Context: an optimization exercise on an open-source flow, tuned for small area. The choices shown serve that exercise and are no tape-out recipe. The RTL was checked by simulation tests, not by an equivalence proof against the original design. No driver is modelled on the clock port, so clocking that relies on it looks cheaper here than on a real chip. Power and IR drop assume default switching activity.

==> design/flow/design.v <==
module core#(
    parameter ADR_MSB = 15,
    parameter DAT_MSB = 15
)(
    input       wire            clk,
    input       wire            rst,
    input       wire            m_wait,
    input       wire[7:0]       m_idata,
    output      wire[7:0]       m_odata,
    output      wire[ADR_MSB:0] m_addr,
    output      wire            m_cs,
    output      wire            m_we
);
reg [15:0] dr;       
reg [15:0] ac;       
reg [15:0] ix;       
reg [15:0] lr;       
reg [15:0] pc;       
reg [5:0]  ir;       
reg        cf;       
reg st_m, st_a, st_b;
wire s_fetch  = st_b & ~st_m;
wire s_decode = st_a & ~st_b & ~st_m;
wire s_post   = st_m & ~st_b;
wire s_mem    = st_m & st_b;
wire s_hi     = st_a;
wire t        = st_a;                
wire is_ldi  = ~ir[4] & ~ir[3];      
wire is_st   = ir[4];                
wire w       = ir[2];
wire op_ld   = ~ir[5] & ~ir[4];      
wire op_alu  = ir[5] & ~ir[4] & ~ir[3];
wire op_mvx  = ir[5] & ~ir[4] &  ir[3];
wire op_jmp  = ir[5] &  ir[4] & ~ir[3];
wire op_jpc  = ir[5] &  ir[4] &  ir[3];
wire mem_op  = ~ir[5];
wire sel_pc  = ~st_m | is_ldi;
assign m_cs   = st_b;
assign m_we   = st_m & is_st;
assign m_addr = sel_pc ? pc : { ix[15:1], ix[0] | s_hi };
wire [15:0] st_src = ir[3] ? lr : ac;
assign m_odata = s_hi ? st_src[15:8] : st_src[7:0];
wire [2:0] s = ir[2:0];
wire [3:0] k;                        
assign k[0] = (s == 3'd3);                                   
assign k[1] = (s == 3'd1) | (s[1:0] == 2'd2) | (s == 3'd5);  
assign k[2] = (s == 3'd0) | (s[1:0] == 2'd2) | (s == 3'd5);  
assign k[3] = ~s[2] & ~(s[1] & ~s[0]) | (s[2] & ~s[1]);      
wire arith = ~s[2] & s[1];
wire sub   = arith & s[0];
wire ror   = &s;
wire ph1 = s_decode & op_alu;
wire ph2 = s_post & op_alu;
wire [7:0] a = ac[7:0];
wire [7:0] d = dr[7:0];
wire [8:0] nb = { 1'b0, st_m ? cf : ac[8], a[7:1] };    
wire [8:0] c;
wire [7:0] f, res;
assign c[0] = arith & (st_m ? t : s[0]);
genvar i;
generate
    for (i = 0; i < 8; i = i + 1) begin : g_alu
        assign f[i] = k[{a[i], d[i]}];
        assign c[i+1] = f[i] ? c[i] : (a[i] & arith);
        assign res[i] = f[i] ^ (c[i] | (ror & nb[i]));
    end
endgenerate
wire t_next = ror ? a[0] : c[8];
always @(posedge clk) begin
    if (rst) begin
        st_m <= (s_decode & ~mem_op) | (s_mem & ~st_a);
        st_a <= 1'b0;
        st_b <= 1'b0;
    end else if (s_mem) begin
        st_m <= m_wait | ~st_a;
        st_a <= st_a ? m_wait : (~m_wait & w);
        st_b <= m_wait | (~st_a & w);
    end else if (s_fetch) begin
        st_m <= 1'b0;
        st_a <= ~m_wait;
        st_b <= m_wait;
    end else if (s_decode) begin
        st_m <= 1'b1;
        st_a <= ~mem_op & t_next;
        st_b <= mem_op;
    end else begin                   
        st_m <= 1'b0;
        st_a <= 1'b0;
        st_b <= 1'b1;
    end
end
always @(posedge clk) begin
    if (s_fetch)
        ir <= m_idata[7:2];
end
wire ld_step = s_mem & op_ld & ~m_wait;
wire ld_last = s_post & op_ld;
wire alu_ph  = ph1 | ph2;
wire dr_hold = ~(ld_step | ld_last | alu_ph);
always @(posedge clk) begin
    if (~dr_hold)
        dr[7:0] <= dr[15:8];
    dr[15:8] <= ({8{alu_ph}} & dr[7:0]) | ({8{ld_step}} & m_idata) | ({8{dr_hold}} & dr[15:8]);
end
always @(posedge clk) begin
    if (s_decode & op_mvx)
        ix <= dr;
    if (s_decode & op_jmp & ir[0])
        lr <= pc;
end
wire zf = ~|ac;
wire take = op_jmp | (op_jpc & (ir[2] ? cf : zf));
wire ld_pc = s_decode & take;
wire inc = st_b & sel_pc & ~m_wait;
wire [16:0] pcc;
wire [15:0] pci;
assign pcc[0] = inc;
generate
    for (i = 0; i < 16; i = i + 1) begin : g_pc
        assign pci[i] = pc[i] ^ pcc[i];
        assign pcc[i+1] = pc[i] & pcc[i];
    end
endgenerate
always @(posedge clk) begin
    if (rst)
        pc <= 16'h0000;
    else if (ld_pc)
        pc <= dr;
    else
        pc <= pci;
end
always @(posedge clk) begin
    if (alu_ph) begin
        ac[7:0]  <= ac[15:8];
        ac[15:8] <= res;
    end
end
wire cf_keep = ~ph2 | (s == 3'd0);
always @(posedge clk)
    cf <= (cf_keep & cf) | (ph2 & arith & (c[8] ^ s[0])) | (ph2 & ror & t);
endmodule
==> design/flow/flow/run.sh <==
#!/bin/bash
# Own layout flow: the standard ORFS flow (standard.sh), with
#  - an area-oriented ABC script for the combinational logic (the registers
#    are mapped exactly as in the standard synthesis; abc does not touch them),
#  - minimum-size buffers on the ports,
#  - a one-level clock tree: the clock port drives a few clock buffers, each
#    driving the clock pins of one group of nearby registers (own_cts.tcl,
#    run just before TritonCTS, which then leaves the clock net alone),
#  - no large buffers for the resizer's repairs (the platform's dont-use
#    list plus buf_4 and up).
set -euo pipefail
DONT_USE="sky130_fd_sc_hd__probe_p_8 sky130_fd_sc_hd__probec_p_8 sky130_fd_sc_hd__lpflow_bleeder_1 sky130_fd_sc_hd__lpflow_clkbufkapwr_1 sky130_fd_sc_hd__lpflow_clkbufkapwr_16 sky130_fd_sc_hd__lpflow_clkbufkapwr_2 sky130_fd_sc_hd__lpflow_clkbufkapwr_4 sky130_fd_sc_hd__lpflow_clkbufkapwr_8 sky130_fd_sc_hd__lpflow_clkinvkapwr_1 sky130_fd_sc_hd__lpflow_clkinvkapwr_16 sky130_fd_sc_hd__lpflow_clkinvkapwr_2 sky130_fd_sc_hd__lpflow_clkinvkapwr_4 sky130_fd_sc_hd__lpflow_clkinvkapwr_8 sky130_fd_sc_hd__lpflow_decapkapwr_12 sky130_fd_sc_hd__lpflow_decapkapwr_3 sky130_fd_sc_hd__lpflow_decapkapwr_4 sky130_fd_sc_hd__lpflow_decapkapwr_6 sky130_fd_sc_hd__lpflow_decapkapwr_8 sky130_fd_sc_hd__lpflow_inputiso0n_1 sky130_fd_sc_hd__lpflow_inputiso0p_1 sky130_fd_sc_hd__lpflow_inputiso1n_1 sky130_fd_sc_hd__lpflow_inputiso1p_1 sky130_fd_sc_hd__lpflow_inputisolatch_1 sky130_fd_sc_hd__lpflow_isobufsrc_1 sky130_fd_sc_hd__lpflow_isobufsrc_16 sky130_fd_sc_hd__lpflow_isobufsrc_2 sky130_fd_sc_hd__lpflow_isobufsrc_4 sky130_fd_sc_hd__lpflow_isobufsrc_8 sky130_fd_sc_hd__lpflow_isobufsrckapwr_16 sky130_fd_sc_hd__lpflow_lsbuf_lh_hl_isowell_tap_1 sky130_fd_sc_hd__lpflow_lsbuf_lh_hl_isowell_tap_2 sky130_fd_sc_hd__lpflow_lsbuf_lh_hl_isowell_tap_4 sky130_fd_sc_hd__lpflow_lsbuf_lh_isowell_4 sky130_fd_sc_hd__lpflow_lsbuf_lh_isowell_tap_1 sky130_fd_sc_hd__lpflow_lsbuf_lh_isowell_tap_2 sky130_fd_sc_hd__lpflow_lsbuf_lh_isowell_tap_4 sky130_fd_sc_hd__buf_4 sky130_fd_sc_hd__buf_6 sky130_fd_sc_hd__buf_8 sky130_fd_sc_hd__buf_12 sky130_fd_sc_hd__buf_16 sky130_fd_sc_hd__bufinv_16 sky130_fd_sc_hd__bufbuf_16 sky130_fd_sc_hd__bufbuf_8"
HERE=$(pwd)
cat > "$HERE/flow/own_synth.tcl" <<EOT
proc abc {args} {
  set i [lsearch \$args -script]
  set args [lreplace \$args [expr {\$i+1}] [expr {\$i+1}] $HERE/flow/area.abc]
  yosys abc {*}\$args
}
source $HERE/synth_recipe.tcl
EOT
export OWN_NCLK=4
export OWN_CLKBUF=sky130_fd_sc_hd__buf_12
bash standard.sh SYNTH_SCRIPT="$HERE/flow/own_synth.tcl" \
  BUFFER_PORTS_ARGS="-buffer_cell sky130_fd_sc_hd__buf_1" \
  DONT_USE_CELLS="$DONT_USE" \
  PRE_CTS_TCL="$HERE/flow/own_cts.tcl" \
  CTS_ARGS="-sink_clustering_enable -repair_clock_nets -buf_list $OWN_CLKBUF -dont_use_dummy_load" \
  finish > "$HERE/flow_make.log" 2>&1
==> design/flow/flow/area.abc <==
strash
dc2
dch -f
amap
strash
dc2
dch
amap
strash
dch
amap
topo
==> design/flow/flow/own_cts.tcl <==
# Clock tree: the clock port drives NCLK clock buffers, each driving the
# clock pins of one group of registers (grouped by placement with a k-means
# whose groups hold at most ceil(registers / NCLK) registers each).
set nclk [expr {[info exists ::env(OWN_NCLK)] ? $::env(OWN_NCLK) : 3}]
set bufcell [expr {[info exists ::env(OWN_CLKBUF)] ? $::env(OWN_CLKBUF) : "sky130_fd_sc_hd__clkbuf_16"}]
set block [ord::get_db_block]
set net [$block findNet clk]
set sinks {}
foreach it [$net getITerms] {
  set inst [$it getInst]
  set bb [$inst getBBox]
  set x [expr {([$bb xMin] + [$bb xMax]) / 2.0}]
  set y [expr {([$bb yMin] + [$bb yMax]) / 2.0}]
  lappend sinks [list [$inst getName] [[$it getMTerm] getName] $x $y]
}
# k-means, seeded along x
set sorted [lsort -real -index 2 $sinks]
set n [llength $sorted]
set cent {}
for {set k 0} {$k < $nclk} {incr k} {
  set s [lindex $sorted [expr {int(($k + 0.5) * $n / $nclk)}]]
  lappend cent [list [lindex $s 2] [lindex $s 3]]
}
# balanced k-means: each group takes at most ceil(n / nclk) sinks
set cap [expr {($n + $nclk - 1) / $nclk}]
for {set iter 0} {$iter < 30} {incr iter} {
  set pairs {}
  set si 0
  foreach s $sinks {
    for {set k 0} {$k < $nclk} {incr k} {
      set c [lindex $cent $k]
      lappend pairs [list [expr {abs([lindex $s 2] - [lindex $c 0]) + abs([lindex $s 3] - [lindex $c 1])}] $si $k]
    }
    incr si
  }
  set pairs [lsort -real -index 0 $pairs]
  set done {}
  set groups {}
  set cnt {}
  for {set k 0} {$k < $nclk} {incr k} { lappend groups {}; lappend cnt 0 }
  foreach p $pairs {
    set si [lindex $p 1]; set k [lindex $p 2]
    if {[dict exists $done $si]} continue
    if {[lindex $cnt $k] >= $cap} continue
    dict set done $si 1
    lset cnt $k [expr {[lindex $cnt $k] + 1}]
    lset groups $k [concat [lindex $groups $k] [list [lindex $sinks $si]]]
  }
  set cent {}
  foreach g $groups {
    set sx 0; set sy 0
    foreach s $g { set sx [expr {$sx + [lindex $s 2]}]; set sy [expr {$sy + [lindex $s 3]}] }
    set m [llength $g]
    if {$m == 0} { set m 1 }
    lappend cent [list [expr {$sx / $m}] [expr {$sy / $m}]]
  }
}
set dbu [$block getDbUnitsPerMicron]
for {set k 0} {$k < $nclk} {incr k} {
  set g [lindex $groups $k]
  if {[llength $g] == 0} continue
  set pins {}
  foreach s $g { lappend pins [get_pins "[lindex $s 0]/[lindex $s 1]"] }
  set c [lindex $cent $k]
  set lx [expr {[lindex $c 0] / $dbu}]
  set ly [expr {[lindex $c 1] / $dbu}]
  puts "clock group $k: [llength $g] sinks, buffer at $lx $ly"
  insert_buffer -buffer_cell $bufcell -net clk -load_pins $pins -location [list $lx $ly] -buffer_name clkbuf_g$k -net_name clknet_g$k
}
==> design/flow/flow/own_synth.tcl <==
proc abc {args} {
  set i [lsearch $args -script]
  set args [lreplace $args [expr {$i+1}] [expr {$i+1}] /design/flow/flow/area.abc]
  yosys abc {*}$args
}
source /design/flow/synth_recipe.tcl
==> design/flow/standard.sh <==
#!/bin/bash
# synth_recipe.tcl (not shown) runs the flow's synth.tcl, then flattens the netlist and writes it again
# the make line also repeats each setting of config.mk as NAME=value (left out here)
make -C /OpenROAD-flow-scripts/flow DESIGN_CONFIG=/design/flow/config.mk WORK_HOME=/design/flow/orfs CLKGATE_MAP_FILE= SYNTH_SCRIPT=/design/flow/synth_recipe.tcl "${@:-finish}"
==> design/flow/config.mk <==
export PLATFORM = sky130hd
export DESIGN_NAME = core
export DESIGN_NICKNAME = core
export VERILOG_FILES = /design/flow/design.v
export SDC_FILE = /design/flow/constraint.sdc
export NUM_CORES = 4
export LEC_CHECK = 0
export ABC_AREA = 1
export CAP_MARGIN = 0
export CORE_MARGIN = 2
export CORE_UTILIZATION = 75
export SETUP_SLACK_MARGIN = 0.1
export SLEW_MARGIN = 0
==> design/flow/constraint.sdc <==
create_clock -name core_clock -period 5.0 [get_ports {clk}]
set_input_delay 1.0000 -clock core_clock [delete_from_list [all_inputs] [get_ports {clk}]]
set_output_delay 1.0000 -clock core_clock [all_outputs]
set_load 0.01 [all_outputs]
==> results by group, run 1 <==
Detailed routing
  – Routed WL: 10,300 um
  – Remaining DRCs: 0
  – Antenna Violating Nets Remaining: 0
  – Pre-antenna DRT Iters: 5
  – Vias per Instance: 7.19
  – Vias: 3,380
  – DR iter-0 viols: 324
  – WL/cell: 22.0 um

Pwr
  – Maximum vdd drop: 0.000338 V
  – PD cells: 352 mW/mm2
  – Pwr Total: 1.52 mW
  – Static leakage: 1.42 nW

Synth
  – Mapped cell area: 0.00393 mm2
  – Synth warn: 1
  – FF+latch count, synth: 90
  – Post-synthesis sequential area ratio: 0.616
  – Syn Nets: 373
  – Post-synth top area share: 0.473
  – Largest area contributor in the netlist: edfxtp_1
  – Post-Syn Instances: 347
  – Avg Inst Size Synth: 11.3 um2
  – Distinct cells, synth: 29
  – Largest cells by area after synthesis: edfxtp_1, dfxtp_1, o22ai_1

STA
  – Slew Limit Fails: 0
  – Max-slew headroom: 0.192
  – Final min period: 4640 ps
  – Final hold vios: 0
  – Hold WS: 472 ps
  – RSZ-0062 raised after global routing: false
  – Final worst slack: 362 ps
  – Final setup fails: 0
  – Layout Skew: 11.1 ps
  – Maximum clock frequency: 216 MHz
  – Tightest Pin Transition: 1200 ps
  – Setup tns final: 0 ps
  – Period utilization: 0.928

Floorplan
  – Die X: 76.4 um
  – Die height: 76.4 um
  – Die area: 0.00584 mm2
  – Initial Utilization: 0.775
  – Ports: 37
  – Core footprint: 0.00507 mm2
  – Cell Rows: 26

CTS
  – Clock insertion delay at the later pin of the skew report: 130 ps
  – CTS clk-pin slew, worst paths: 90 ps

Layout
  – Share of cells above drive strength 1: 0.0375
  – Final Cell Area: 0.00433 mm2
  – Area grow syn2layout: 10.1%
  – Antenna diodes: 0
  – Nets: 428

Global routing
  – Pin count of the biggest net entering global routing: 24
  – Remaining global-route overflow: 0
  – Number of global-route vias before repair: 3,208
  – Gr usage total: 0.351
  – Antenna violations before repair: 0
  – First-pass GRT wire length: 16,300 um

Worst setup path
  – RR Startpoint: st_m$_DFF_P_
  – Setup crit start kind: flip-flop
  – Worst-path fanout max: 8
  – R2R Setup Slk: 360 ps
  – Worst Path Required: 5050 ps
  – Critical path type: flip-flop to flip-flop
  – Worst Path Arrival: 4690 ps
  – R2r endpoint: cf$_DFF_P_
  – Crit. End Element: flip-flop
  – Reg2Reg Depth: 21

Min path
  – Worst hold-check path type: flip-flop to flip-flop
  – Worst hold path depth: 0
  – Min-Delay Startpoint: pc[15]$_SDFF_PP0_
  – Hold Path Sink: lr[15]$_DFFE_PP_

Place
  – HPWL Detailed: 7490 um
  – Placement Setup Slack: 84.6 ps
  – Port Buffers: 36
  – Post-Place Cell Area: 0.00421 mm2
  – RePlAce Congestion: 0.961

Flow run
  – Max cap viols: 0

Run status
  – Status: complete, no violations
## cells in the final DEF (no fill, tap or decap), types with 2 or more instances in the layout
cell	count
o22a_1	15
a31oi_2	2
buf_12	4
o21a_1	2
clkinv_1	36
o22ai_1	32
a21oi_1	23
a222oi_1	2
o221ai_1	8
nand3_1	2
a22oi_1	10
buf_1	47
buf_2	2
nor3_1	5
nand2b_1	2
nor2_1	33
o21ai_0	26
edfxtp_1	62
dfxtp_1	28
a31oi_1	4
ha_1	15
nand2_1	17
a211oi_2	2
or4_1	2
nor3_2	2
a221oi_1	4
## kinds of logic after synthesis
logic type,after synthesis,share of synthesized area
compound gates,138,0.229
fa+ha+maj,15,0.0477
flops,90,0.616
buf+inv,36,0.0344
simple gates,68,0.0735
## critical path, cell delays in order, from the launching register on
cell and delay (ps):
dfxtp_1 520, clkinv_1 300, nor2_2 260, o31ai_1 170, a222oi_1 440, nor2_1 110
a211oi_2 200, nor2_1 90, clkinv_1 60, o221ai_1 110, nand2_1 110, o221ai_1 160
a222oi_1 460, nor2_1 120, a211oi_2 240, nor2_1 90, a311oi_1 320, nor2_1 110
a31o_1 220, a211oi_1 240, a21oi_1 60, o22ai_1 160
## through the flow
step | util | cells
2_1_floorplan | - | 347
3_3_place_gp | 0.830 | 464
3_5_place_dp | 0.830 | 464
4_1_cts | 0.847 | 469
5_1_grt | 0.853 | 470
6_report | 0.853 | 470
## registers in the layout, summed over array words and instances (netlist names)
register and flops:
ac 16, dr 16, ix 16, lr 16, pc 16, ir 6
cf 1, st_a 1, st_b 1, st_m 1
## metal layers
layer	track usage	wire [um]	vias to the layer above
li1	-	-	1475
met3	0.0367	1050	63
met4	0.145	529	0
met5	0	0	-
met1	0.469	3700	1572
met2	0.595	5050	270
## how the worst max path moves through the flow
stage                               start                 to  slack, ps  cells after the start
after floorplan           ir[3]$_DFFE_PP_  pc[15]$_SDFF_PP0_        450                     21
after global placement    ir[0]$_DFFE_PP_         cf$_DFF_P_        240                     24
after detailed placement  ir[0]$_DFFE_PP_         cf$_DFF_P_         80                     24
after CTS                 ir[0]$_DFFE_PP_         cf$_DFF_P_        110                     24
after global routing      ir[1]$_DFFE_PP_         cf$_DFF_P_         70                     24
final                        st_m$_DFF_P_         cf$_DFF_P_        360                     21
## timing repair
action	in CTS	in global routing
hold buffers	0	0
resized for setup	0	7
setup buffers	1	1
pin swaps	1	2
endpoints found under the setup margin	1	3
## cells in the mapped netlist, drive strengths merged
cell and instances:
a211oi 3, a21oi 24, a221oi 4, a222oi 2, a22oi 10, a311oi 1, a31o 1, a31oi 6
clkinv 36, dfxtp 28, edfxtp 62, ha 15, nand2 17, nand2b 2, nand3 2, nand4 1
nor2 34, nor2b 1, nor3 7, nor4 1, o211ai 1, o21a 2, o21ai 28, o221ai 8
o22a 15, o22ai 32, o31ai 1, or3 1, or4 2
## area by class of cell, without the clock buffers
class	count	area, um2
tap	70	87.6
inverter	36	135
sequential	90	2420
fill	280	744
multi-input combinational	221	1420
timing repair buffer	49	186
## power by group
group / total, mW / internal, mW / switching (mW)
registers: 0.932 / 0.873 / 0.0590
clock network: 0.300 / 0.130 / 0.170
logic: 0.292 / 0.0996 / 0.193
total: 1.52 / 1.10 / 0.421
==> run 2, diff against run 1 <==
--- a/design/flow/config.mk
+++ b/design/flow/config.mk
@@ -7,6 +7,7 @@
 export LEC_CHECK = 0
 export ABC_AREA = 1
 export CAP_MARGIN = 0
+export CORE_ASPECT_RATIO = 2.0
 export CORE_MARGIN = 2
 export CORE_UTILIZATION = 75
 export SETUP_SLACK_MARGIN = 0.1
==> run 2 against run 1 <==
Still clean. Total power increased by 0.91%. Global-route usage increased by 0.47 points. Area after synthesis unchanged. Final area rose by 0.66%. Clock skew grew 3.9 ps. Sequential cell count is the same.
==> results by group, run 2 <==
Pwr
  – Register share of total power: 0.603
  – Pwr Total: 1.54 mW
  – Clock power frac: 0.199
  – Static leakage: 1.43 nW
  – Logic pwr share: 0.197
  – PD cells: 353 mW/mm2
  – Sw Ratio: 0.280
  – Maximum vdd drop: 0.000438 V
  – Sw Pwr: 0.431 mW
  – Int Power: 1.11 mW

Floorplan
  – Ports: 37
  – Die X: 55.2 um
  – Initial Utilization: 0.772
  – Cell Rows: 37
  – Die height: 106 um
  – Core footprint: 0.00509 mm2
  – Die area: 0.00588 mm2

Global routing
  – Pin count of the biggest net entering global routing: 24
  – First-pass GRT wire length: 16,400 um
  – Number of global-route vias before repair: 3,313
  – Remaining global-route overflow: 0
  – Antenna violations before repair: 0
  – Gr usage total: 0.356

Min path
  – Min-Delay Startpoint: pc[15]$_SDFF_PP0_
  – Worst hold-check path type: flip-flop to flip-flop
  – Hold Path Sink: lr[15]$_DFFE_PP_
  – Worst hold path depth: 0

Worst setup path
  – Reg2Reg Depth: 26
  – Crit. End Element: flip-flop
  – Critical path type: flip-flop to flip-flop
  – R2r endpoint: cf$_DFF_P_
  – Setup crit start kind: flip-flop
  – Worst Path Required: 5070 ps
  – R2R Setup Slk: 430 ps
  – Worst-path fanout max: 5
  – Worst Path Arrival: 4640 ps
  – RR Startpoint: ir[0]$_DFFE_PP_

STA
  – Hold WS: 451 ps
  – Period utilization: 0.914
  – Setup tns final: 0 ps
  – Layout Skew: 14.9 ps
  – Final hold vios: 0
  – Final worst slack: 431 ps
  – Final min period: 4570 ps
  – Slew Limit Fails: 0
  – Final setup fails: 0
  – Maximum clock frequency: 219 MHz
  – Max-slew headroom: 0.209
  – Tightest Pin Transition: 1180 ps

Run status
  – Status: complete, no violations

Synth
  – Synth warn: 1
  – Most numerous cell in the Yosys netlist: edfxtp_1
  – Commonest cells post-synth: edfxtp_1, clkinv_1, nor2_1, o22ai_1
  – Synth Flop Type: edfxtp_1
  – Post-synth top area share: 0.473
  – EDFF count, synth: 62
  – Avg Inst Size Synth: 11.3 um2
  – Asr flop ratio synth: 0
  – Largest area contributor in the netlist: edfxtp_1
  – Mapped cell area: 0.00393 mm2
  – Syn Nets: 373
  – Largest cells by area after synthesis: edfxtp_1, dfxtp_1, o22ai_1
  – Post-synthesis sequential area ratio: 0.616
  – Distinct cells, synth: 29
  – FF+latch count, synth: 90
  – Post-Syn Instances: 347

Place
  – RePlAce Congestion: 0.993
  – HPWL Detailed: 7750 um
  – Placed instance count: 450
  – Placement Setup Slack: 1.90 ps
  – Port Buffers: 36

CTS
  – Clock insertion delay at the later pin of the skew report: 130 ps
  – Hold buffer count at CTS: 0
  – CTS clk-pin slew, worst paths: 100 ps

Detailed routing
  – Routed WL: 10,500 um
  – Vias per Instance: 7.15
  – Remaining DRCs: 0
  – WL/cell: 22.8 um
  – DR iter-0 viols: 406
  – Pre-antenna DRT Iters: 5
  – Antenna Violating Nets Remaining: 0
  – Vias: 3,304

Layout
  – Register area: 0.00242 mm2
  – Most frequent cells in the layout: edfxtp_1, buf_1, clkinv_1
  – Layout Cells excl Fill: 462
  – Fillers: 285
  – Commonest non-fill, non-tap cell in the layout: edfxtp_1
  – Antenna diodes: 0
  – Footprint of the multi-input gates: 0.00145 mm2
  – Nets: 432
  – Area grow syn2layout: 10.8%
  – Share of cells above drive strength 1: 0.0446

Flow run
  – Max cap viols: 0
[run 2: cell counts after synthesis]
Identical to the previous run, type by type.
[run 2: worst max-delay path by stage]
stage	slack, ps	startpoint	end
6_report	430	ir[0]$_DFFE_PP_	cf$_DFF_P_
5_1_grt	-7	ir[0]$_DFFE_PP_	cf$_DFF_P_
4_1_cts	160	ir[0]$_DFFE_PP_	cf$_DFF_P_
3_5_place_dp	2	ir[2]$_DFFE_PP_	cf$_DFF_P_
3_3_place_gp	180	ir[0]$_DFFE_PP_	cf$_DFF_P_
2_1_floorplan	450	ir[3]$_DFFE_PP_	pc[15]$_SDFF_PP0_
[run 2: through the flow]
| stage | util | instance area (um2) |
|---|---|---|
| after CTS | 0.841 | 4280 |
| after global placement | 0.823 | 4190 |
| after global routing | 0.856 | 4360 |
| after floorplan | - | 3930 |
| final | 0.856 | 4360 |
| after detailed placement | 0.823 | 4190 |
[run 2: kinds of logic (layout without fill, tap and decap cells)]
logic type               Yosys count  after routing  share of synthesized area
AND/OR/NAND/NOR                   68             68                     0.0735
AO/OA/AOI/OAI                    138            138                      0.229
adder cells (fa/ha/maj)           15             15                     0.0477
buffers and inverters             36             93                     0.0344
flip-flops                        90             90                      0.616
[run 2: cell type report, without the clock buffers]
type / count / area share
timing repair buffer: 53 / 0.0462
tap: 58 / 0.0166
multi-input combinational: 221 / 0.332
inverter: 36 / 0.0310
sequential: 90 / 0.556
[run 2: metal layers]
layer,vias up,track usage,share of wire
met5,-,0,0
met4,0,0.176,0.063
met3,66,0.0292,0.068
met2,235,0.660,0.55
met1,1530,0.401,0.32
li1,1473,-,-
[run 2: power by group through the flow]
stage	clock network, mW	logic [mW]	registers [mW]
after global placement	0	0.268	0.937
after global routing	0.330	0.329	0.933
after CTS	0.236	0.282	0.942
after floorplan	0	0.185	0.927
after detailed placement	0	0.279	0.941
final	0.306	0.303	0.928
[run 2: repair_timing]
item	CTS	global route
setup endpoints to repair	2	3
gates resized for setup	3	9
endpoints found under the hold margin	0	0
gates cloned	0	0
pin swaps	0	7
buffers inserted	0	8
[run 2: worst max-delay path, stage by stage (launching register included)]
cell and delay (ps):
edfxtp_1 470, buf_1 130, clkinv_1 90, nor2_2 60
buf_1 120, a21oi_2 110, nand2_1 110, a31oi_4 260
nor2_1 80, a222oi_1 310, nor2_1 150, a211oi_2 220
nor2_1 100, clkinv_1 60, o221ai_1 130, nand2_1 130
o221ai_2 110, a222oi_1 410, nor2_1 130, a211oi_2 200
nor2_1 100, a311oi_2 270, nor2_1 90, a31o_1 220
a211oi_1 230, a21oi_1 80, o22ai_1 130
==> run 3, diff against run 2 <==
--- a/design/flow/config.mk
+++ b/design/flow/config.mk
@@ -7,7 +7,7 @@
 export LEC_CHECK = 0
 export ABC_AREA = 1
 export CAP_MARGIN = 0
-export CORE_ASPECT_RATIO = 2.0
+export CORE_ASPECT_RATIO = 0.5
 export CORE_MARGIN = 2
 export CORE_UTILIZATION = 75
 export SETUP_SLACK_MARGIN = 0.1
==> run 3 against run 2 <==
Still clean. Total power is 1.9% higher. Largest cell class unchanged. Clock skew is 6.6 ps lower. Critical path depth is 6 lower. Worst setup slack worse by 130 ps. Clock power is 5% higher. Combinational power is 3% higher. Sequential power is 0.8% higher. Largest power group unchanged. Final area is 0.37% higher. Register-to-register slack worse by 40 ps. First-iteration DRC count is 37% higher. Highest routed layer unchanged.
==> results by group, run 3 <==
Synth
  – Largest cells by area after synthesis: edfxtp_1, dfxtp_1, o22ai_1
  – Most numerous cell in the Yosys netlist: edfxtp_1
  – Largest area contributor in the netlist: edfxtp_1
  – EDFF count, synth: 62
  – Post-Syn Instances: 347
  – Asr flop ratio synth: 0
  – Syn Nets: 373
  – FF+latch count, synth: 90
  – Post-synthesis sequential area ratio: 0.616
  – Post-synth top area share: 0.473
  – Commonest cells post-synth: edfxtp_1, clkinv_1, nor2_1, o22ai_1
  – Synth warn: 1
  – Avg Inst Size Synth: 11.3 um2
  – Synth Flop Type: edfxtp_1
  – Mapped cell area: 0.00393 mm2
  – Distinct cells, synth: 29

STA
  – Maximum clock frequency: 213 MHz
  – Final worst slack: 296 ps
  – Hold WS: 451 ps
  – Max-slew headroom: 0.137
  – Final min period: 4700 ps
  – Slew Limit Fails: 0
  – Period utilization: 0.941
  – Layout Skew: 8.36 ps
  – Final hold vios: 0
  – Final setup fails: 0
  – Tightest Pin Transition: 1290 ps

Worst setup path
  – Worst Path Required: 5040 ps
  – Setup crit start kind: input port
  – Worst-path fanout max: 4
  – Crit. End Element: flip-flop
  – Critical path type: input port to flip-flop
  – Worst Path Arrival: 4750 ps

Layout
  – Layout Cells excl Fill: 476
  – Commonest non-fill, non-tap cell in the layout: edfxtp_1
  – Most frequent cells in the layout: edfxtp_1, buf_1, clkinv_1
  – Share of cells above drive strength 1: 0.0517
  – Antenna diodes: 0
  – Nets: 434
  – Area grow syn2layout: 11.2%

Detailed routing
  – DR iter-0 viols: 558
  – Vias: 3,525
  – Pre-antenna DRT Iters: 7
  – Antenna Violating Nets Remaining: 0
  – Vias per Instance: 7.41
  – Routed WL: 11,500 um
  – Remaining DRCs: 0
  – WL/cell: 24.2 um

Floorplan
  – Core footprint: 0.00500 mm2
  – Cell Rows: 18
  – Die height: 55.2 um
  – Die area: 0.00588 mm2
  – Initial Utilization: 0.787
  – Die X: 106 um
  – Ports: 37

Flow run
  – Max cap viols: 0

Global routing
  – Remaining global-route overflow: 0
  – First-pass GRT wire length: 17,100 um
  – Gr usage total: 0.383
  – Antenna violations before repair: 0
  – Pin count of the biggest net entering global routing: 24
  – Number of global-route vias before repair: 3,113

Pwr
  – Maximum vdd drop: 0.000458 V
  – Sw Ratio: 0.294
  – Int Power: 1.11 mW
  – Sw Pwr: 0.461 mW
  – Pwr Total: 1.57 mW
  – Logic pwr share: 0.199
  – Register share of total power: 0.597
  – PD cells: 358 mW/mm2
  – Clock power frac: 0.204
  – Static leakage: 1.45 nW

CTS
  – CTS clk-pin slew, worst paths: 90 ps
  – Hold buffer count at CTS: 0
  – Clock insertion delay at the later pin of the skew report: 130 ps

Place
  – Placed instance count: 465
  – Port Buffers: 36
  – RePlAce Congestion: 0.973
  – HPWL Detailed: 7940 um
  – Placement Setup Slack: 234 ps

Min path
  – Worst hold-check path type: flip-flop to flip-flop

Run status
  – Status: complete, no violations
## run 3: cell types whose count changed in the layout (fill, tap and decap cells not counted), sizes merged
cell    delta
buf        +2
clkinv     -1
inv        +1
## run 3: repair_timing
action	CTS	global route
hold endpoints to repair	0	0
endpoints found under the setup margin	0	3
resized for setup	0	11
buffers inserted	0	7
## run 3: kinds of logic after synthesis
| logic type | count (synthesis) | share of synthesized area |
|---|---|---|
| compound gates | 138 | 0.229 |
| flops | 90 | 0.616 |
| fa+ha+maj | 15 | 0.0477 |
| simple gates | 68 | 0.0735 |
| buf+inv | 36 | 0.0344 |
## run 3: per-layer routing
metal | GRT usage | wire (um)
met5 | 0 | 0
met4 | 0.0631 | 484
met3 | 0.104 | 1840
met2 | 0.587 | 5010
met1 | 0.571 | 4200
## run 3: area by class of cell, without the clock buffers
class	count	area (um2)
Fill cell	234	624
Inverter	36	135
Multi-Input combinational cell	221	1440
Sequential cell	90	2420
Tap cell	70	87.6
Timing Repair Buffer	55	213
## run 3: worst paths after layout
check / startpoint / end / slack, ps / cells after the start
worst max-delay path: m_wait / pc[15]$_SDFF_PP0_ / 300 / 20
worst min-delay path: pc[15]$_SDFF_PP0_ / lr[15]$_DFFE_PP_ / 450 / 0
worst max register to register: ir[0]$_DFFE_PP_ / cf$_DFF_P_ / 390 / 24
worst min register to register: pc[15]$_SDFF_PP0_ / lr[15]$_DFFE_PP_ / 450 / 0
## run 3: worst max-delay path, stage by stage
cell	delay [ps]
buf_1	190
nor3_1	90
ha_1	200
ha_1	180
ha_1	180
ha_1	200
ha_1	200
ha_1	200
ha_1	210
ha_1	220
ha_1	210
ha_1	200
ha_1	200
ha_1	200
ha_1	210
ha_1	190
ha_1	200
nor2_1	130
a21oi_1	80
a221oi_2	250
## run 3: power by group through the flow
stage                     combinational (mW)  sequential, mW  clock [mW]
after global routing                   0.335           0.936       0.337
after CTS                              0.284           0.946       0.236
final                                  0.312           0.935       0.320
after floorplan                        0.185           0.927           0
after detailed placement               0.277           0.941           0
after global placement                 0.263           0.934           0
## run 3: through the flow
step | instance area (um2) | TNS [ps] | utilization
2_1_floorplan | 3930 | 0 | -
3_3_place_gp | 4220 | 0 | 0.844
3_5_place_dp | 4220 | 0 | 0.844
4_1_cts | 4300 | 0 | 0.860
5_1_grt | 4380 | -43.2 | 0.875
6_report | 4380 | 0 | 0.875
==> run 4, diff against run 3 <==
--- a/design/flow/config.mk
+++ b/design/flow/config.mk
@@ -6,9 +6,8 @@
 export NUM_CORES = 4
 export LEC_CHECK = 0
 export ABC_AREA = 1
-export CAP_MARGIN = 0
-export CORE_ASPECT_RATIO = 0.5
+export CAP_MARGIN = 20
 export CORE_MARGIN = 2
 export CORE_UTILIZATION = 75
 export SETUP_SLACK_MARGIN = 0.1
-export SLEW_MARGIN = 0
+export SLEW_MARGIN = 20
==> run 4 against run 3 <==
Worst hold slack better by 20 ps. Via count down 4.3%. Sequential share of layout area up 0.43 points. Highest routed layer unchanged. Clock skew up 1.5 ps. Utilization down 2.0 points. Routed wire length down 10%. Final area down 0.83%. Total power down 2.6%. Synthesized cell count unchanged. First-iteration DRC count down 38%. Worst setup slack better by 12 ps.
==> results by group, run 4 <==
Worst setup path
  – RR Startpoint: st_m$_DFF_P_
  – Worst-path fanout max: 8
  – Crit. End Element: flip-flop
  – Worst Path Required: 5050 ps
  – R2R Setup Slk: 310 ps
  – Worst setup path endpoint: cf$_DFF_P_
  – Worst Path Arrival: 4740 ps
  – Setup crit start kind: flip-flop
  – Critical path type: flip-flop to flip-flop
  – R2r endpoint: cf$_DFF_P_
  – Worst setup startpoint: st_m$_DFF_P_
  – Reg2Reg Depth: 21

Synth
  – Post-synth top area share: 0.473
  – EDFF count, synth: 62
  – Avg Inst Size Synth: 11.3 um2
  – Distinct cells, synth: 29
  – Most numerous cell in the Yosys netlist: edfxtp_1
  – Largest area contributor in the netlist: edfxtp_1
  – Commonest cells post-synth: edfxtp_1, clkinv_1, nor2_1, o22ai_1
  – Synth Flop Type: edfxtp_1
  – Syn Nets: 373
  – Post-Syn Instances: 347
  – Mapped cell area: 0.00393 mm2
  – Largest cells by area after synthesis: edfxtp_1, dfxtp_1, o22ai_1
  – FF+latch count, synth: 90
  – Asr flop ratio synth: 0
  – Post-synthesis sequential area ratio: 0.616
  – Synth warn: 1

STA
  – Final min period: 4690 ps
  – Tightest Pin Transition: 976 ps
  – Final setup fails: 0
  – RSZ-0062 raised after global routing: false
  – Maximum clock frequency: 213 MHz
  – Period utilization: 0.938
  – Max-slew headroom: 0.349
  – Layout Skew: 9.86 ps
  – Final hold vios: 0
  – Slew Limit Fails: 0
  – Setup tns final: 0 ps

Pwr
  – PD cells: 352 mW/mm2
  – Static leakage: 1.43 nW
  – Maximum vdd drop: 0.000339 V

Layout
  – Commonest non-fill, non-tap cell in the layout: edfxtp_1
  – Most frequent cells in the layout: edfxtp_1, buf_1, clkinv_1
  – Antenna diodes: 0
  – Share of cells above drive strength 1: 0.0400
  – Core Util, Final: 0.855
  – Area grow syn2layout: 10.3%
  – Nets: 428

Floorplan
  – Die height: 76.4 um
  – Initial Utilization: 0.775
  – Die X: 76.4 um
  – Ports: 37
  – Die area: 0.00584 mm2
  – Cell Rows: 26
  – Core footprint: 0.00507 mm2

Global routing
  – Remaining global-route overflow: 0
  – Pin count of the biggest net entering global routing: 24
  – Antenna violations before repair: 0
  – Gr usage total: 0.351
  – Number of global-route vias before repair: 3,208
  – First-pass GRT wire length: 16,300 um

Detailed routing
  – Remaining DRCs: 0
  – WL/cell: 22.1 um
  – DR iter-0 viols: 348
  – Vias: 3,374
  – Pre-antenna DRT Iters: 7
  – Antenna Violating Nets Remaining: 0
  – Routed WL: 10,400 um
  – Vias per Instance: 7.18

CTS
  – CTS clk-pin slew, worst paths: 90 ps
  – Clock insertion delay at the later pin of the skew report: 130 ps

Place
  – HPWL Detailed: 7490 um
  – Port Buffers: 36
  – RePlAce Congestion: 0.961

Min path
  – Worst hold-check path type: flip-flop to flip-flop

Run status
  – Status: complete, no violations

Flow run
  – Max cap viols: 0
run 4: cell counts after synthesis:
No cell type changed its count.
run 4: cells by family (layout without fill, tap and decap cells):
family	after synthesis	count (layout)	share of synthesized area
simple gates	68	68	0.0735
fa+ha+maj	15	15	0.0477
buf+inv	36	89	0.0344
flops	90	90	0.616
compound gates	138	138	0.229
run 4: repair_timing:
| item | 4_1_cts | 5_1_grt |
|---|---|---|
| pin swaps | 1 | 2 |
| setup endpoints to repair | 1 | 3 |
| setup buffers | 1 | 1 |
| gates resized for setup | 0 | 8 |
| hold buffers | 0 | 0 |
run 4: final cells by class, without the clock buffers:
| type | count | area (um2) |
|---|---|---|
| Fill cell | 276 | 736 |
| Inverter | 36 | 135 |
| Multi-Input combinational cell | 221 | 1430 |
| Sequential cell | 90 | 2420 |
| Tap cell | 70 | 87.6 |
| Timing Repair Buffer | 49 | 186 |
run 4: worst min path at each step:
stage / slack (ps) / to / depth (start not counted) / from
6_report: 470 / lr[15]$_DFFE_PP_ / 0 / pc[15]$_SDFF_PP0_
5_1_grt: 490 / dr[5]$_DFFE_PP_ / 0 / dr[13]$_DFF_P_
4_1_cts: 450 / lr[15]$_DFFE_PP_ / 0 / pc[15]$_SDFF_PP0_
3_5_place_dp: 450 / lr[15]$_DFFE_PP_ / 0 / pc[15]$_SDFF_PP0_
3_3_place_gp: 420 / lr[15]$_DFFE_PP_ / 0 / pc[15]$_SDFF_PP0_
2_1_floorplan: 420 / lr[15]$_DFFE_PP_ / 0 / pc[15]$_SDFF_PP0_
run 4: stage by stage:
stage	instance area, um2	worst slack (ps)	hold WS [ps]	std cells	total power, mW
2_1_floorplan	3930	454	416	347	1.11
3_3_place_gp	4210	238	422	464	1.20
3_5_place_dp	4210	84.6	450	464	1.22
4_1_cts	4300	115	451	469	1.46
5_1_grt	4340	82.9	493	470	1.58
6_report	4340	308	470	470	1.53
run 4: layer usage:
layer | vias to the layer above | global-route usage | part of all wire
met4 | 0 | 0.145 | 0.050
met5 | - | 0 | 0
li1 | 1472 | - | -
met1 | 1575 | 0.469 | 0.36
met3 | 56 | 0.0367 | 0.094
met2 | 271 | 0.595 | 0.49
run 4: power by group:
group,switching [mW],leakage [nW],internal [mW]
sequential,0.0592,0.772,0.873
clock,0.170,0.0376,0.130
combinational,0.194,0.620,0.0999
run 4: critical path, stage by stage (launching register included):
cell	delay, ps
dfxtp_1	540
clkinv_1	320
nor2_2	270
o31ai_1	160
a222oi_1	440
nor2_1	110
a211oi_2	220
nor2_1	90
clkinv_1	60
o221ai_1	110
nand2_1	110
o221ai_1	160
a222oi_1	460
nor2_1	130
a211oi_2	240
nor2_1	90
a311oi_1	320
nor2_1	110
a31o_1	220
a211oi_1	240
a21oi_1	60
o22ai_1	150
==> run 5, diff against run 4 <==
--- a/design/flow/config.mk
+++ b/design/flow/config.mk
@@ -6,8 +6,8 @@
 export NUM_CORES = 4
 export LEC_CHECK = 0
 export ABC_AREA = 1
-export CAP_MARGIN = 20
+export CAP_MARGIN = 0
 export CORE_MARGIN = 2
 export CORE_UTILIZATION = 75
 export SETUP_SLACK_MARGIN = 0.1
-export SLEW_MARGIN = 20
+export SLEW_MARGIN = 0
removed: design/flow/flow/own_synth.tcl
==> run 5 against run 4 <==
Clock power about the same. Still clean. Fmax increased by 1.2%. Largest cell class unchanged. Via count increased by 0.18%. Sequential share of layout area increased by 0.11 points. Utilization decreased by 0.17 points.
==> results by group, run 5 <==
Layout
  – Antenna diodes: 0
  – Most frequent cells in the layout: edfxtp_1, buf_1, clkinv_1
  – Nets: 428
  – Final Cell Area: 0.00433 mm2
  – Core Util, Final: 0.853
  – Area grow syn2layout: 10.1%
  – Commonest non-fill, non-tap cell in the layout: edfxtp_1
  – Layout Cells excl Fill: 470
  – Share of cells above drive strength 1: 0.0375

Flow run
  – Max cap viols: 0

Global routing
  – First-pass GRT wire length: 16,300 um
  – Pin count of the biggest net entering global routing: 24
  – Gr usage total: 0.351
  – Antenna violations before repair: 0
  – Remaining global-route overflow: 0
  – Number of global-route vias before repair: 3,208

Worst setup path
  – Critical path type: flip-flop to flip-flop
  – R2R Setup Slk: 360 ps
  – Crit path top cell by count: nor2_1
  – Setup crit start kind: flip-flop
  – Cell-by-cell trace of the critical path: clkinv_1, nor2_2, o31ai_1, a222oi_1, nor2_1, a211oi_2, nor2_1, clkinv_1, o221ai_1, nand2_1, o221ai_1, a222oi_1, nor2_1, a211oi_2, nor2_1, a311oi_1, nor2_1, a31o_1, a211oi_1, a21oi_1, o22ai_1
  – Crit. End Element: flip-flop
  – Worst Path Arrival: 4690 ps
  – Worst Path Required: 5050 ps
  – CP max stage cell: dfxtp_1
  – Slowest Stage Delay on Critical Path: 520 ps
  – Worst-path fanout max: 8

Floorplan
  – Die area: 0.00584 mm2
  – Ports: 37
  – Die height: 76.4 um
  – Initial Utilization: 0.775
  – Die X: 76.4 um
  – Cell Rows: 26
  – Core footprint: 0.00507 mm2

Detailed routing
  – DR iter-0 viols: 324
  – Antenna Violating Nets Remaining: 0
  – WL/cell: 22.0 um
  – Remaining DRCs: 0
  – Vias: 3,380
  – Pre-antenna DRT Iters: 5
  – Routed WL: 10,300 um
  – Vias per Instance: 7.19

Pwr
  – Int Power: 1.10 mW
  – Clock power frac: 0.197
  – Sw Pwr: 0.421 mW
  – Static leakage: 1.42 nW
  – Logic pwr share: 0.192
  – Sw Ratio: 0.277
  – PD cells: 352 mW/mm2
  – Register share of total power: 0.611
  – Maximum vdd drop: 0.000338 V

STA
  – Final setup fails: 0
  – Final min period: 4640 ps
  – Maximum clock frequency: 216 MHz
  – Slew Limit Fails: 0
  – Layout Skew: 11.1 ps
  – Period utilization: 0.928
  – RSZ-0062 raised after global routing: false
  – Max-slew headroom: 0.192
  – Tightest Pin Transition: 1200 ps
  – Setup tns final: 0 ps
  – Hold WS: 472 ps
  – Final hold vios: 0

Synth
  – Most numerous cell in the Yosys netlist: edfxtp_1
  – Mapped cell area: 0.00393 mm2
  – Asr flop ratio synth: 0
  – Post-synthesis sequential area ratio: 0.616
  – FF+latch count, synth: 90
  – Post-Syn Instances: 347
  – Largest cells by area after synthesis: edfxtp_1, dfxtp_1, o22ai_1
  – Syn Nets: 373
  – Synth Flop Type: edfxtp_1
  – Avg Inst Size Synth: 11.3 um2
  – Commonest cells post-synth: edfxtp_1, clkinv_1, nor2_1, o22ai_1
  – Post-synth top area share: 0.473
  – Distinct cells, synth: 29
  – Synth warn: 1
  – Largest area contributor in the netlist: edfxtp_1
  – EDFF count, synth: 62

Min path
  – Worst hold-check path type: flip-flop to flip-flop

Place
  – Post-Place Cell Area: 0.00421 mm2
  – RePlAce Congestion: 0.961
  – Port Buffers: 36
  – HPWL Detailed: 7490 um
  – Placed instance count: 464

CTS
  – CTS clk-pin slew, worst paths: 90 ps
  – Clock insertion delay at the later pin of the skew report: 130 ps

Run status
  – Status: complete, no violations
-- run 5: cell counts after synthesis --
No cell type changed its count.
-- run 5: worst paths after layout --
path / startpoint / end / depth (start not counted)
setup / recovery: st_m$_DFF_P_ / cf$_DFF_P_ / 21
setup reg to reg: st_m$_DFF_P_ / cf$_DFF_P_ / 21
hold / removal: pc[15]$_SDFF_PP0_ / lr[15]$_DFFE_PP_ / 0
hold reg to reg: pc[15]$_SDFF_PP0_ / lr[15]$_DFFE_PP_ / 0
-- run 5: critical path: cells and delay by family (launching register included) --
| family | cells | cell delay, ps |
|---|---|---|
| buffers and inverters | 2 | 360 |
| flip-flops | 1 | 520 |
| AND/OR/NAND/NOR | 7 | 890 |
| AO/OA/AOI/OAI | 12 | 2780 |
-- run 5: final cells by class, without the clock buffers --
class,instances,area (um2)
fill,280,744
sequential,90,2420
tap,70,87.6
multi-input combinational,221,1420
timing repair buffer,49,186
inverter,36,135
-- run 5: logic make-up (layout without fill, tap and decap cells) --
kind of cell / count (synthesis) / count (layout) / share of synthesized area
and+or+nand+nor: 68 / 68 / 0.0735
DFF: 90 / 90 / 0.616
AOI/OAI and AO/OA: 138 / 138 / 0.229
buffers and inverters: 36 / 89 / 0.0344
adders and majority gates: 15 / 15 / 0.0477
-- run 5: through the flow --
stage / setup WS [ps] / total power [mW]
floorplan: 454 / 1.11
global route: 73.1 / 1.58
CTS: 115 / 1.46
detailed placement: 84.6 / 1.22
global placement: 238 / 1.20
finish: 362 / 1.52
-- run 5: timing repair --
item / CTS / global route
pin swaps: 1 / 2
setup buffers: 1 / 1
endpoints found under the setup margin: 1 / 3
resized for setup: 0 / 7
endpoints found under the hold margin: 0 / 0
hold buffers: 0 / 0
-- run 5: power by group through the flow --
stage,registers (mW),clock network (mW),logic [mW]
finish,0.932,0.300,0.292
CTS,0.945,0.236,0.279
global route,0.937,0.323,0.319
global placement,0.939,0,0.263
floorplan,0.927,0,0.185
detailed placement,0.944,0,0.274
-- run 5: per-layer routing --
| metal | GRT usage | share of wire | up-vias |
|---|---|---|---|
| li1 | - | - | 1475 |
| met1 | 0.469 | 0.36 | 1572 |
| met2 | 0.595 | 0.49 | 270 |
| met3 | 0.0367 | 0.10 | 63 |
| met4 | 0.145 | 0.051 | 0 |
| met5 | 0 | 0 | - |

## what the ideal ports hide
In the flow no input, the clock included, has a driving cell. The finished layouts below were timed again as built, in two steps. Step 1: set_driving_cell puts a clkbuf_16 on clk and a buf_2 on each other input, an assumption about the parent block. Step 2 adds t to the input delays and takes it off the output delays; t is the mean of the earliest and latest rising clock arrival at the registers after step 1. Input paths then give back, and output paths get back, about the clock's delay inside the block. a / b / c = ideal / step 1 / step 2; a / b = the first two.
run | t (ns) | slack for setup (ns) | worst setup path after step 2 | worst register clock-pin slew, ns | worst slew at a driven data input, ns
run 1 | 0.206 | 0.362 / 0.363 / 0.363 | register to register | 0.09 / 0.09 | 0.03
run 2 | 0.212 | 0.431 / 0.431 / 0.347 | input to register | 0.10 / 0.10 | 0.03
run 3 | 0.208 | 0.296 / 0.357 / 0.148 | input to register | 0.10 / 0.10 | 0.03
run 4 | 0.205 | 0.308 / 0.308 / 0.308 | register to register | 0.09 / 0.09 | 0.03
run 5 | 0.206 | 0.362 / 0.363 / 0.363 | register to register | 0.09 / 0.09 | 0.03
After both steps every run listed still meets setup and hold. The setup slack of run 3, which loses most, moves by +0.061 ns with the drivers and by -0.148 ns with both steps.
